Background: an optimization exercise with open tools, aiming at small area. Do not read the settings as production practice. In this exercise RTL edits were held to simulation tests only and were not proved equivalent to the original. Power and IR drop assume default switching activity.

==> flow/design.v (outline; a module is shown in full before it is edited, if it fits) <==
// module flappy_logic: 1455 lines
// module flappybird_top: 61 lines
module flappybird_top (
    input        ClkPort,
    input        BtnC,
    input        BtnL,
    input        BtnU,
    output       Hsync,
    output       Vsync,
    output [3:0] vgaRed,
    output [3:0] vgaGreen,
    output [3:0] vgaBlue
);
  // ...
==> flow/flow/run.sh <==
#!/bin/bash
# Own layout flow: the standard flow (standard.sh) with three changes that
# only cut cell area:
#  - synthesis maps the logic with an area-oriented ABC script (flow/area.abc)
#    and without Yosys's full-adder extraction; the registers are mapped before
#    either step, so they are the standard synthesis's (checked below, falling
#    back to the standard netlist if they are not);
#  - ports are buffered with buf_1 instead of a delay buffer;
#  - CTS adds no dummy loads and builds the tree from clkbuf_4/clkbuf_8.
# Each step's full output goes to a log file in this folder.
set -euo pipefail
W=$PWD
R=orfs/results/sky130hd/flappybird_top/base
mkdir -p own

# 1. the standard synthesis, kept for reference
bash standard.sh synth > 1_synth_standard.log 2>&1
cp $R/1_2_yosys.v own/standard_1_2_yosys.v

# 2. own synthesis: synth.tcl with the ABC script swapped and no extract_fa
sed -e 's#^\( *\)log_cmd abc {\*}\$abc_args#\1lset abc_args 1 '"$W"'/flow/area.abc\n&#' \
    -e 's#^\( *\)extract_fa {\*}\[dont_use_extract_fa_args\]#\1\# extract_fa left out#' \
    "$FLOW_HOME/scripts/synth.tcl" > own/synth.tcl
grep -q "flow/area.abc" own/synth.tcl
grep -q "extract_fa left out" own/synth.tcl
sed -e 's#\$::env(SCRIPTS_DIR)/synth.tcl#'"$W"'/own/synth.tcl#' synth_recipe.tcl > own/synth_recipe.tcl
grep -q "own/synth.tcl" own/synth_recipe.tcl
rm -f $R/1_2_yosys.v $R/1_synth.odb $R/1_synth.sdc
if bash standard.sh "SYNTH_SCRIPT=$W/own/synth_recipe.tcl" synth > 1_synth_own.log 2>&1 &&
   python3 flow/regs.py own/standard_1_2_yosys.v $R/1_2_yosys.v > regs.log 2>&1; then
  echo "own synthesis used" >> regs.log
else
  echo "own synthesis not used: back to the standard netlist" >> regs.log
  rm -f $R/1_synth.odb $R/1_synth.sdc
  cp own/standard_1_2_yosys.v $R/1_2_yosys.v
  touch $R/1_2_yosys.v
  bash standard.sh synth > 1_synth_fallback.log 2>&1
fi

# 3. floorplan to final layout
bash standard.sh \
  "BUFFER_PORTS_ARGS=-buffer_cell sky130_fd_sc_hd__buf_1" \
  "CTS_ARGS=-sink_clustering_enable -repair_clock_nets -dont_use_dummy_load -buf_list {sky130_fd_sc_hd__clkbuf_4 sky130_fd_sc_hd__clkbuf_8}" \
  finish > 2_finish.log 2>&1
test -s out/final.def
==> flow/flow/area.abc <==
strash
dch -f
amap -F 20 -A 30
topo
==> flow/flow/regs.py <==
#!/usr/bin/env python3
"""regs.py A.v B.v: exit 0 if the two netlists hold the same flip-flops: the same
instance names, each with the same cell type (drive strength aside)."""
import re
import sys


def regs(path):
    text = open(path).read()
    out = {}
    for m in re.finditer(r"^\s*(sky130_fd_sc_hd__(?:df|edf|sdf|dl)\w*?)(?:_\d+)?\s+(\\\S+|\S+)\s*\(", text, re.M):
        out[m.group(2)] = m.group(1)
    return out


a, b = regs(sys.argv[1]), regs(sys.argv[2])
print(f"{len(a)} registers in {sys.argv[1]}, {len(b)} in {sys.argv[2]}")
if not a or a != b:
    for k in sorted(set(a) | set(b)):
        if a.get(k) != b.get(k):
            print("differs:", k, a.get(k), b.get(k))
    sys.exit(1)
==> flow/standard.sh <==
#!/bin/bash
# synth_recipe.tcl (not shown) runs the flow's synth.tcl, then flattens the netlist and writes it again
# the make line also repeats each setting of config.mk as NAME=value (left out here)
make -C /OpenROAD-flow-scripts/flow DESIGN_CONFIG=/design/flow/config.mk WORK_HOME=/design/flow/orfs CLKGATE_MAP_FILE= SYNTH_SCRIPT=/design/flow/synth_recipe.tcl "${@:-finish}"
==> flow/config.mk <==
export PLATFORM = sky130hd
export DESIGN_NAME = flappybird_top
export DESIGN_NICKNAME = flappybird_top
export VERILOG_FILES = /design/flow/design.v
export SDC_FILE = /design/flow/constraint.sdc
export NUM_CORES = 4
export LEC_CHECK = 0
export CAP_MARGIN = 10
export CORE_MARGIN = 2
export CORE_UTILIZATION = 30
export GPL_TIMING_DRIVEN = 0
export PLACE_DENSITY = 0.4
export SETUP_SLACK_MARGIN = 0.3
export SLEW_MARGIN = 10
==> flow/constraint.sdc <==
create_clock -name core_clock -period 10.0 [get_ports {ClkPort}]
set_input_delay 2.0000 -clock core_clock [delete_from_list [all_inputs] [get_ports {ClkPort}]]
set_output_delay 2.0000 -clock core_clock [all_outputs]
set_load 0.01 [all_outputs]
==> run notes, run 1 <==
By area, multi-input gates come first. The analysis attributes to net switching a power of 0.1956 mW. Cell internal power was estimated by the tool at 0.3058 mW.

The share of synthesized area occupied by flip-flops and latches is 24.35%. The final instance area is 6001 sq um. The count of final max-slew check failures came out at 0. The maximum clock insertion buffer count came out at 2. The number of levels the H-tree was split into is 2.

The class of the tightest hold or removal check is flip-flop to flip-flop. The clock power share came out at 22.5%. For hold timing, the worst endpoint is t[11]. The area added between synthesis and finish came out at 9.149%.

The number of non-clock inverters is between 100 and 150. The largest clock skew in the final design is 0.01349 ns. The final HPWL from detailed placement came out at ~25000 um.

The stage delay of the slowest cell on the critical path is roughly 0.74 ns. The run finished with no timing, DRC or antenna violations. The detail-routed net length per standard cell is 28.48 um. The worst register-to-register path begins at t[0]. The number of endpoints with negative hold slack in the final report is 0. By area, the combinational part of the netlist is dominated by compound AO/OA/AOI/OAI gates. Total power for the finished layout comes to 0.5014 mW.

The total core area came out at 17960 sq um. The startpoint of the lowest-slack hold path is t[11]. After synthesis, the mean cell area works out to approximately 6.3 sq um. The DRC violations left came out at 0. The sequential group share of total power came out at approximately 48%. The proportion of layout cells with a drive suffix above 1 came out at between 3 and 4%. The core occupancy in the finished layout came out at 33.41%. The global routing met3 resource utilization is 6.160%.

The count of maximum capacitance violations is 0. The most critical setup path has its startpoint at t[4]. The maximum fanout encountered on the critical timing path came out at 11. The post-placement setup slack is approximately 0.27 ns. Counting buffers and inverters, the worst setup path is 23 cells deep.

The placed cell area came out at 5909 sq um. The global placement routability congestion is 1.029.
==> run 2, diff against run 1 <==
--- a/flow/config.mk
+++ b/flow/config.mk
@@ -8,7 +8,7 @@
 export CAP_MARGIN = 10
 export CORE_MARGIN = 2
-export CORE_UTILIZATION = 30
+export CORE_UTILIZATION = 35
 export GPL_TIMING_DRIVEN = 0
-export PLACE_DENSITY = 0.4
+export PLACE_DENSITY = 0.5
 export SETUP_SLACK_MARGIN = 0.3
 export SLEW_MARGIN = 10
==> run 2 against run 1 <==
Against the previous run:
- final cell count decreased by 1.4%
- wire length decreased by 5.4%
- clock power hardly changed
- synthesized cell count did not move
- sequential power hardly changed
- combinational power barely moved
- hold slack is essentially flat
- non-clock buffer count up 2
- core utilization up 5.9 points
- largest cell class unchanged
- critical endpoint unchanged
- register-to-register slack improved by 0.07 ns
- count of clock-buffer cells in the layout unchanged
- synthesized area stayed put
==> run notes, run 2 <==
Result of the run: no timing/DRC/antenna violations (unchanged). The number of sinks on the clock net is 54 (unchanged). The total core area is 15260 sq um (was 17960 sq um).

The startpoint kind of the worst setup timing path is a flip-flop (unchanged). The class of the tightest hold or removal check is flip-flop to flip-flop (unchanged). The share of synthesized area occupied by flip-flops and latches is 24.35% (unchanged). Crit-path cells: clkinv_1, o22ai_1, nor2_2, nor2_1, o21ai_0, inv_2, nor3_1, nor3_1, clkinv_1, nor2_1, nand2_1, nor2_1, nand2_1, o32ai_1, nor3_1, o221a_1, o31ai_1, o21ai_0, o2111ai_1, o21a_1, nor4_1, o21ai_0, buf_1 (was clkinv_1, o22ai_1, nor2_2, nor2_1, o21ai_2, clkinv_2, nor3_1, nor3_1, clkinv_1, nor2_1, nand2_1, nor2_2, nand2_1, o32ai_1, nor3_1, o221a_1, o31ai_1, o21ai_0, o2111ai_1, o21a_1, nor4_1, o21ai_0, buf_1).

Commonest non-fill, non-tap cells in the layout: sky130_fd_sc_hd__nor2_1, sky130_fd_sc_hd__clkinv_1, sky130_fd_sc_hd__o21ai_0 (unchanged). The count of final max-slew check failures came out at 0 (unchanged). The sort of element at the end of the critical path is an output pin (unchanged). The stage delay of the slowest cell on the critical path came to 0.69 ns (was 0.74 ns).

The number of nets at the end of the flow came out at 901 (was 899). The detail-routed net length per standard cell came out at 27.33 um (was 28.48 um). The number of antenna violations at the first check in global routing is 0 (was 1). The register bank with the most flops was t (unchanged).

The pin count of the biggest net entering global routing was 36 (was 39). The worst reg-to-reg setup slack came out at 3.49 ns (was 3.42 ns). The gate count after technology mapping was 867 (unchanged).

The flip-flop count of the largest register, all copies and words added is 12 (unchanged). The quantity of I/O buffers inserted on ports is 17 (unchanged). The critical path buffer and inverter count came out at 4 (unchanged). The endpoint required time on the critical path was 8.00 ns (about the same).

The first-pass GRT wire length is 44990 um (was 47090 um). The number of endpoints with negative hold slack in the final report came out at 0 (unchanged). Largest registers: t: 12 flops, bird_y: 10 flops, vCount: 10 flops (unchanged). The number of detailed-route iterations in the first pass is 12 (was 19). The die width is 129.3 um (was 139.4 um).

The initial DRC count is 973 (was 981). The power per cell area was 83.23 nW/um^2 (was 83.55 nW/um^2). The most common cell in the synthesized netlist is sky130_fd_sc_hd__nor2_1 (unchanged). The leakage power total came out at 2.004 nW (was 1.997 nW). The post-synthesis average cell area came out at 6.341 sq um (unchanged). Commonest cells post-synth: sky130_fd_sc_hd__nor2_1, sky130_fd_sc_hd__clkinv_1, sky130_fd_sc_hd__o21ai_0, sky130_fd_sc_hd__a21oi_1, sky130_fd_sc_hd__nor3_1 (unchanged). The maximum clock insertion buffer count is 2 (unchanged). The gate family responsible for the most delay along the worst path is simple AND/OR/NAND/NOR gates (unchanged). The depth of the worst hold-timing path came out at 1 (unchanged).

The number of buffers created by CTS came out at 5 (unchanged). The maximum frequency from static timing analysis came out at 0.1056 GHz (was 0.1030 GHz). The final HPWL from detailed placement is 22720 um (was 24630 um).

The antenna violation net count after detailed routing came out at 0 (unchanged). The clock slew at the register clock pins of the worst setup and hold paths came out at 0.09 ns (about the same). The antenna diode instance count is 0 (unchanged).

The number of enable-type register cells in the synthesized netlist is 0 (unchanged). The clock tree root driver cell is sky130_fd_sc_hd__clkbuf_8 (unchanged). The maximum fanout encountered on the critical timing path is 10 (was 11). The transition at the pin with the smallest max-transition slack is 1.399 ns (was 1.295 ns).

The setup TNS is 0 ns (unchanged). The async set-or-reset flop fraction in the synthesized netlist came out at 90.74% (unchanged). The critical path start-end classification is flip-flop to output pin (unchanged). The largest clock skew in the final design is 0.01268 ns (was 0.01349 ns).

The row count is 45 (was 49). The aggregate routed wire length was 30230 um (was 31960 um). The number of nets produced by synthesis came to 871 (unchanged).

The number of stages on the worst setup path came out at 23 (unchanged). The cell with the largest stage delay on the worst path is sky130_fd_sc_hd__dfrtp_1 (was sky130_fd_sc_hd__nor2_1). The number of levels the H-tree was split into was 2 (unchanged). The post-layout worst setup margin is 0.5325 ns (was 0.2901 ns). The area share of the largest cell type after synthesis came to 17.75% (unchanged). The clock tree from TritonCTS was built (unchanged).

Unrepaired setup endpoints after global routing: true (was false). The area added between synthesis and finish came out at 8.990% (was 9.149%). The initial core utilization is 36.03% (was 30.61%). The setup violation total in the final timing report was 0 (unchanged).

The most frequent standard cell in the layout excluding fill and tap cells is sky130_fd_sc_hd__nor2_1 (unchanged). The via count of the routed design came out at 7348 (was 7440). The count of cell types in the netlist is 49 (unchanged). The headroom to the max-slew limit was 6.726% (was 13.52%). The proportion of layout cells with a drive suffix above 1 is 3.240% (was 3.247%). The post-placement setup slack was 0.9319 ns (was 0.2741 ns). The final global-route overflow total is 0 (unchanged).

The via count of the first global-routing pass came to 6980 (was 7196). The share of the clock period used by the worst path is 94.68% (was 97.10%). The worst voltage drop across the vdd grid came out at 90.31 uV (was 104.2 uV).

The global placement routability congestion is 1.106 (was 1.029). The count of maximum capacitance violations is 0 (unchanged). The synthesis-stage register bit count is 54 (unchanged). The DRC violations left came out at 0 (unchanged). The number of buffers inserted by hold repair at cts is 0 (unchanged). The top cell type by total area after synthesis is sky130_fd_sc_hd__dfrtp_1 (unchanged). The Yosys warning count is 1 (unchanged).

The die height came out at 129.3 um (was 139.4 um). The number of ports placed on the die boundary came to 18 (unchanged). The insertion delay of the later-clocked pin in the worst-skew pair came out at 0.31 ns (about the same).

The area of the die is 16730 sq um (was 19430 sq um). The vias per cell is 6.644 (was 6.631). The clock period minus final worst setup slack is 9.468 ns (was 9.710 ns).

The global-route usage over all layers came out at 37.14% (was 32.49%). The data arrival time of the critical path is 7.47 ns (was 7.71 ns). Top cells by area in the synthesized netlist: sky130_fd_sc_hd__dfrtp_1, sky130_fd_sc_hd__nor2_1, sky130_fd_sc_hd__clkinv_1 (unchanged). The most used flip-flop cell after synthesis is sky130_fd_sc_hd__dfrtp_1 (unchanged). The depth of the worst register-to-register path is 27 (unchanged). The post-synth design cell area is 5498 sq um (unchanged).
## run 2: path summary, 6_finish.rpt
path,from,end
worst max-delay path,t[5],vgaBlue[1]
worst min-delay path,t[11],t[11]
worst max register to register,t[0],bird_y[9]
worst min register to register,t[11],t[11]
max in group asynchronous,BtnC,px[5]
min in group asynchronous,BtnC,bird_y[1]
## run 2: timing repair
item	in CTS	in global routing
setup buffers	0	0
endpoints found under the setup margin	0	10
resized for setup	0	3
## run 2: cell type report
type | count | area [sq um]
fillers | 1675 | 9266
multi-input cells | 677 | 3676
flip-flops and latches | 54 | 1339
inverters | 136 | 511.7
well taps | 211 | 264.0
repair buffers | 23 | 132.6
clock buffers | 5 | 68.82
## run 2: cells by family after synthesis
group,count (synthesis),share of synthesized area [%]
and+or+nand+nor,356,28.22
buffers and inverters,136,9.285
DFF,54,24.35
AOI/OAI and AO/OA,321,38.14
## run 2: layer usage
layer	global-route usage (%)	part of all wire, %	vias to the layer above
li1	-	-	3266
met1	39.87	34	3289
met2	58.67	44	564
met3	13.34	12	229
met4	30.75	11	0
met5	0	0	-
## run 2: where the power goes
group          switching [mW]  internal, mW  leakage, nW
combinational           0.113        0.0358         1.31
clock                  0.0666        0.0454       0.0359
sequential             0.0136         0.224        0.659
total                   0.193         0.306         2.00
## run 2: worst register-to-register path, stage by stage, from the launching register on
cell and delay [ns]:
sky130_fd_sc_hd__dfrtp_1 0.41, sky130_fd_sc_hd__nor2_1 0.21, sky130_fd_sc_hd__nand2_1 0.15, sky130_fd_sc_hd__nor2_1 0.25, sky130_fd_sc_hd__nor2_1 0.08, sky130_fd_sc_hd__a21oi_2 0.14, sky130_fd_sc_hd__buf_6 0.21, sky130_fd_sc_hd__clkinv_1 0.42
sky130_fd_sc_hd__nor2_2 0.40, sky130_fd_sc_hd__nor2_1 0.23, sky130_fd_sc_hd__o21ai_0 0.43, sky130_fd_sc_hd__inv_2 0.28, sky130_fd_sc_hd__nor3_1 0.40, sky130_fd_sc_hd__nand2_1 0.18, sky130_fd_sc_hd__nor3_1 0.54, sky130_fd_sc_hd__nand2_1 0.21
sky130_fd_sc_hd__a22oi_1 0.26, sky130_fd_sc_hd__nand2_1 0.10, sky130_fd_sc_hd__o21ai_0 0.10, sky130_fd_sc_hd__nor2_1 0.09, sky130_fd_sc_hd__nor2_1 0.13, sky130_fd_sc_hd__nor2_1 0.09, sky130_fd_sc_hd__nor2_1 0.16, sky130_fd_sc_hd__clkinv_1 0.10
sky130_fd_sc_hd__a221oi_1 0.33, sky130_fd_sc_hd__o221a_1 0.28, sky130_fd_sc_hd__nor2_1 0.05, sky130_fd_sc_hd__a211oi_1 0.19
## run 2: per-stage QoR
step                utilization [%]  instances  instance area, sq um  hold WS [ns]  power, mW
finish                        39.27       1106                  5992        0.4642     0.4987
global route                  39.27       1106                  5992        0.4763     0.5182
CTS                           39.17       1105                  5977        0.4685     0.4903
detailed placement            38.72       1100                  5908        0.4557     0.3756
global placement              38.18       1095                  5826        0.4518     0.3831
floorplan                         -        867                  5498        0.4335     0.3209
==> run 3, diff against run 2 <==
--- a/flow/flow/run.sh
+++ b/flow/flow/run.sh
@@ -7,5 +7,5 @@
 #    back to the standard netlist if they are not);
 #  - ports are buffered with buf_1 instead of a delay buffer;
-#  - CTS adds no dummy loads and builds the tree from clkbuf_4/clkbuf_8.
+#  - CTS adds no dummy loads and builds the tree from clkbuf_8 with clusters of up to 30 sinks.
 # Each step's full output goes to a log file in this folder.
 set -euo pipefail
@@ -41,5 +41,5 @@
 bash standard.sh \
   "BUFFER_PORTS_ARGS=-buffer_cell sky130_fd_sc_hd__buf_1" \
-  "CTS_ARGS=-sink_clustering_enable -repair_clock_nets -dont_use_dummy_load -buf_list {sky130_fd_sc_hd__clkbuf_4 sky130_fd_sc_hd__clkbuf_8}" \
+  "CTS_ARGS=-sink_clustering_enable -sink_clustering_size 30 -repair_clock_nets -dont_use_dummy_load -buf_list {sky130_fd_sc_hd__clkbuf_8}" \
   finish > 2_finish.log 2>&1
 test -s out/final.def
--- a/flow/config.mk
+++ b/flow/config.mk
@@ -8,7 +8,7 @@
 export CAP_MARGIN = 10
 export CORE_MARGIN = 2
-export CORE_UTILIZATION = 35
+export CORE_UTILIZATION = 30
 export GPL_TIMING_DRIVEN = 0
-export PLACE_DENSITY = 0.5
-export SETUP_SLACK_MARGIN = 0.3
+export PLACE_DENSITY = 0.4
+export SETUP_SLACK_MARGIN = 0.5
 export SLEW_MARGIN = 10
==> run 3 against run 2 <==
Against the previous run:
- cell area increased by 0.25%
- largest power group unchanged
- via count increased by 1.5%
- still clean
- hold slack about the same
- core utilization decreased by 5.8 points
- wire length increased by 5.6%
- register-to-register slack improved by 0.17 ns
- critical path depth unchanged
- total power increased by 0.67%
- sequential share of layout area decreased by 0.056 points
- synthesized cell count unchanged
==> run notes, run 3 <==
The startpoint kind of the worst setup timing path is a flip-flop (unchanged). The proportion of layout cells with a drive suffix above 1 is 3.471% (was 3.240%). The area of the die came out at 19430 sq um (was 16730 sq um). The critical path start-end classification was flip-flop to output pin (unchanged). The met1 capacity usage during global routing is 37.13% (was 39.87%). The placed cell area was 5909 sq um (was 5908 sq um). The detail-routed net length per standard cell came to 28.46 um (was 27.33 um). The vias per cell is 6.646 (was 6.644). The endpoint required time on the critical path is 8.00 ns (about the same). The final global-route overflow total is 0 (unchanged).

The clock period minus final worst setup slack is 9.362 ns (was 9.468 ns). The DRC violations left is 0 (unchanged). The global-route usage over all layers is 32.46% (was 37.14%). Unrepaired setup endpoints after global routing: false (was true).

The core occupancy in the finished layout is 33.44% (was 39.27%). The initial core utilization came out at 30.61% (was 36.03%). The maximum fanout encountered on the critical timing path came out at 11 (was 10). The headroom to the max-slew limit is 7.482% (was 6.726%).

The number of nets at the end of the flow is 899 (was 901). The total core area is 17960 sq um (was 15260 sq um). The insertion delay of the later-clocked pin in the worst-skew pair is 0.31 ns (about the same).

The share of synthesized area occupied by flip-flops and latches is 24.35% (unchanged). The post-placement setup slack came to 0.2741 ns (was 0.9319 ns). The clock slew at the register clock pins of the worst setup and hold paths is 0.09 ns (about the same). The number of enable-type register cells in the synthesized netlist came out at 0 (unchanged). The flip-flop count of the largest register, all copies and words added came out at 12 (unchanged). The post-synthesis average cell area is 6.341 sq um (unchanged).

The leakage power total is 1.996 nW (was 2.004 nW). The most used flip-flop cell after synthesis is sky130_fd_sc_hd__dfrtp_1 (unchanged). The number of endpoints with negative hold slack in the final report came out at 0 (unchanged).

The number of detailed-route iterations in the first pass is 8 (was 12). The count of final max-slew check failures is 0 (unchanged). The pin count of the biggest net entering global routing came out at 39 (was 36).

The worst voltage drop across the vdd grid came out at 104.3 uV (was 90.31 uV). The class of the tightest hold or removal check is flip-flop to flip-flop (unchanged). Result of the run: no timing/DRC/antenna violations (unchanged).

The async set-or-reset flop fraction in the synthesized netlist came to 90.74% (unchanged). The via count of the first global-routing pass is 7207 (was 6980). The count of cell types in the netlist is 49 (unchanged). The cell count after placement came out at 1117 (was 1100).

The top cell type by total area after synthesis is sky130_fd_sc_hd__dfrtp_1 (unchanged). The count of maximum capacitance violations is 0 (unchanged). Commonest non-fill, non-tap cells in the layout: sky130_fd_sc_hd__nor2_1, sky130_fd_sc_hd__clkinv_1, sky130_fd_sc_hd__o21ai_0 (unchanged). The count of non-filler cells in the finished layout is 1122 (was 1106). The data arrival time of the critical path came out at 7.36 ns (was 7.47 ns).

The final instance area is 6007 sq um (was 5992 sq um). Commonest cells post-synth: sky130_fd_sc_hd__nor2_1, sky130_fd_sc_hd__clkinv_1, sky130_fd_sc_hd__o21ai_0, sky130_fd_sc_hd__a21oi_1, sky130_fd_sc_hd__nor3_1 (unchanged). The depth of the worst register-to-register path was 27 (unchanged). The gate count after technology mapping came out at 867 (unchanged).

The Yosys warning count came out at 1 (unchanged). The area share of the largest cell type after synthesis is 17.75% (unchanged). The power per cell area came out at 83.58 nW/um^2 (was 83.23 nW/um^2). The maximum frequency from static timing analysis is 0.1068 GHz (was 0.1056 GHz). The setup violation total in the final timing report is 0 (unchanged). The most common cell in the synthesized netlist is sky130_fd_sc_hd__nor2_1 (unchanged). The number of levels the H-tree was split into is 2 (unchanged). The die height is 139.4 um (was 129.3 um). The post-layout worst setup margin came to 0.6378 ns (was 0.5325 ns).

Top cells by area in the synthesized netlist: sky130_fd_sc_hd__dfrtp_1, sky130_fd_sc_hd__nor2_1, sky130_fd_sc_hd__clkinv_1 (unchanged). The aggregate routed wire length came to 31930 um (was 30230 um). Largest registers: t: 12 flops, bird_y: 10 flops, vCount: 10 flops (unchanged). The antenna violation net count after detailed routing is 0 (unchanged). The post-synth design cell area is 5498 sq um (unchanged). The transition at the pin with the smallest max-transition slack came out at 1.373 ns (was 1.399 ns). The number of antenna violations at the first check in global routing is 1 (was 0). The largest clock skew in the final design came out at 0.01171 ns (was 0.01268 ns). The number of sinks on the clock net is 54 (unchanged). The synthesis-stage register bit count came out at 54 (unchanged). The row count is 49 (was 45). The die width is 139.4 um (was 129.3 um). The first-pass GRT wire length was 47130 um (was 44990 um).

The number of ports placed on the die boundary is 18 (unchanged). The clock tree root driver cell is sky130_fd_sc_hd__clkbuf_8 (unchanged). The buffers inserted during post-CTS setup optimization is 0 (unchanged). The global routing met3 resource utilization is 5.988% (was 13.34%). The global placement routability congestion came out at 1.029 (was 1.106). The highest-utilization routing layer at the global route stage was met2 (unchanged). The maximum clock insertion buffer count came to 2 (unchanged).

The final HPWL from detailed placement is 24630 um (was 22720 um). The most frequent standard cell in the layout excluding fill and tap cells is sky130_fd_sc_hd__nor2_1 (unchanged). The final-layout fill cell count is 2048 (was 1675). The initial DRC count came out at 979 (was 973). The area added between synthesis and finish was 9.263% (was 8.990%). The quantity of I/O buffers inserted on ports came out at 17 (unchanged). The via count of the routed design is 7457 (was 7348). The register bank with the most flops is t (unchanged). The antenna diode instance count is 0 (unchanged).

The number of nets produced by synthesis is 871 (unchanged). The number of buffers created by CTS was 5 (unchanged). The depth of the worst hold-timing path came out at 1 (unchanged). The share of the clock period used by the worst path is 93.62% (was 94.68%). The sort of element at the end of the critical path is an output pin (unchanged).

The met2 capacity usage during global routing is 54.54% (was 58.67%). The clock tree from TritonCTS is built (unchanged).
run 3: stage by stage:
step | power (mW) | hold WS (ns) | TNS (ns)
2_1_floorplan | 0.3209 | 0.4335 | 0
3_3_place_gp | 0.3861 | 0.4515 | -11.03
3_5_place_dp | 0.3802 | 0.4578 | 0
4_1_cts | 0.4974 | 0.4712 | 0
5_1_grt | 0.5210 | 0.5000 | 0
6_report | 0.5021 | 0.4646 | 0
run 3: layer usage:
metal	vias to the layer above	part of all wire [%]
li1	3258	-
met1	3497	36
met2	525	46
met3	177	8.6
met4	0	9.3
met5	-	0
run 3: timing repair:
action / in CTS / in global routing
gates resized for setup: 5 / 4
endpoints found under the setup margin: 11 / 9
hold endpoints to repair: 0 / 0
hold buffers: 0 / 0
run 3: report_power, final:
| group | leakage [nW] | internal, mW | switching [mW] |
|---|---|---|---|
| Combinational | 1.30 | 0.0360 | 0.113 |
| Sequential | 0.659 | 0.224 | 0.0148 |
| Clock | 0.0359 | 0.0454 | 0.0680 |
run 3: critical path: stages (launching register included):
cell and delay, ns:
sky130_fd_sc_hd__dfrtp_1 0.63, sky130_fd_sc_hd__clkinv_1 0.50, sky130_fd_sc_hd__o22ai_1 0.59, sky130_fd_sc_hd__nor2_2 0.15, sky130_fd_sc_hd__nor2_2 0.52, sky130_fd_sc_hd__o21ai_2 0.28
sky130_fd_sc_hd__clkinv_2 0.24, sky130_fd_sc_hd__nor3_1 0.12, sky130_fd_sc_hd__nor3_1 0.38, sky130_fd_sc_hd__clkinv_1 0.36, sky130_fd_sc_hd__nor2_1 0.23, sky130_fd_sc_hd__nand2_1 0.37
sky130_fd_sc_hd__nor2_2 0.54, sky130_fd_sc_hd__nand2_1 0.20, sky130_fd_sc_hd__o32ai_1 0.59, sky130_fd_sc_hd__nor3_1 0.19, sky130_fd_sc_hd__o221a_1 0.20, sky130_fd_sc_hd__o31ai_1 0.14
sky130_fd_sc_hd__o21ai_0 0.17, sky130_fd_sc_hd__o2111ai_1 0.13, sky130_fd_sc_hd__o21a_1 0.15, sky130_fd_sc_hd__nor4_1 0.04, sky130_fd_sc_hd__o21ai_0 0.13, sky130_fd_sc_hd__buf_1 0.17
run 3: kinds of logic after synthesis:
| family | after synthesis | share of synthesized area, % |
|---|---|---|
| buffers and inverters | 136 | 9.285 |
| flip-flops | 54 | 24.35 |
| AND/OR/NAND/NOR | 356 | 28.22 |
| AO/OA/AOI/OAI | 321 | 38.14 |
run 3: path summary, 6_finish.rpt:
path / start / to / slack (ns)
setup / recovery: t[4] / vgaBlue[1] / 0.64
hold / removal: t[11] / t[11] / 0.46
setup reg to reg: t[0] / bird_y[9] / 3.66
hold reg to reg: t[11] / t[11] / 0.46
max in group asynchronous: BtnC / bird_y[4] / 7.91
min in group asynchronous: BtnC / t[7] / 1.57
run 3: cell type report:
class | instances | area (sq um) | area share [%]
well taps | 229 | 286.5 | 4.770
repair buffers | 21 | 113.9 | 1.895
clock buffers | 5 | 68.82 | 1.146
inverters | 136 | 516.7 | 8.602
flip-flops and latches | 54 | 1339 | 22.29
multi-input cells | 677 | 3682 | 61.30

separate check: timing with driven ports:
The results above use ideal ports. As a check the final layouts listed here were re-extracted and re-timed, cells and wires unchanged. Step 1 sets driving cells, clkbuf_16 on the clock port and buf_2 on the other inputs (assumed; they add their load-dependent delay and slew). Step 2 adds t to the input delays and takes it off the output delays; t is the mean of the earliest and latest rising clock arrival at the registers after step 1. Input paths then give back, and output paths get back, about the clock's delay inside the block. a / b / c = ideal / step 1 / step 2; a / b = the first two.
| run | t (ns) | setup slack, ns | worst hold slack (ns) | clock arrival spread, ns | pins driven straight from the clock port |
|---|---|---|---|---|---|
| run 1 | 0.340 | 0.290 / 0.257 / 0.596 | 0.465 / 0.465 / 0.465 | 0.014 / 0.013 | 1 |
| run 2 | 0.338 | 0.532 / 0.502 / 0.840 | 0.464 / 0.464 / 0.464 | 0.013 / 0.013 | 1 |
| run 3 | 0.341 | 0.638 / 0.604 / 0.945 | 0.465 / 0.465 / 0.465 | 0.011 / 0.012 | 1 |
After both steps every run listed still meets setup and hold.
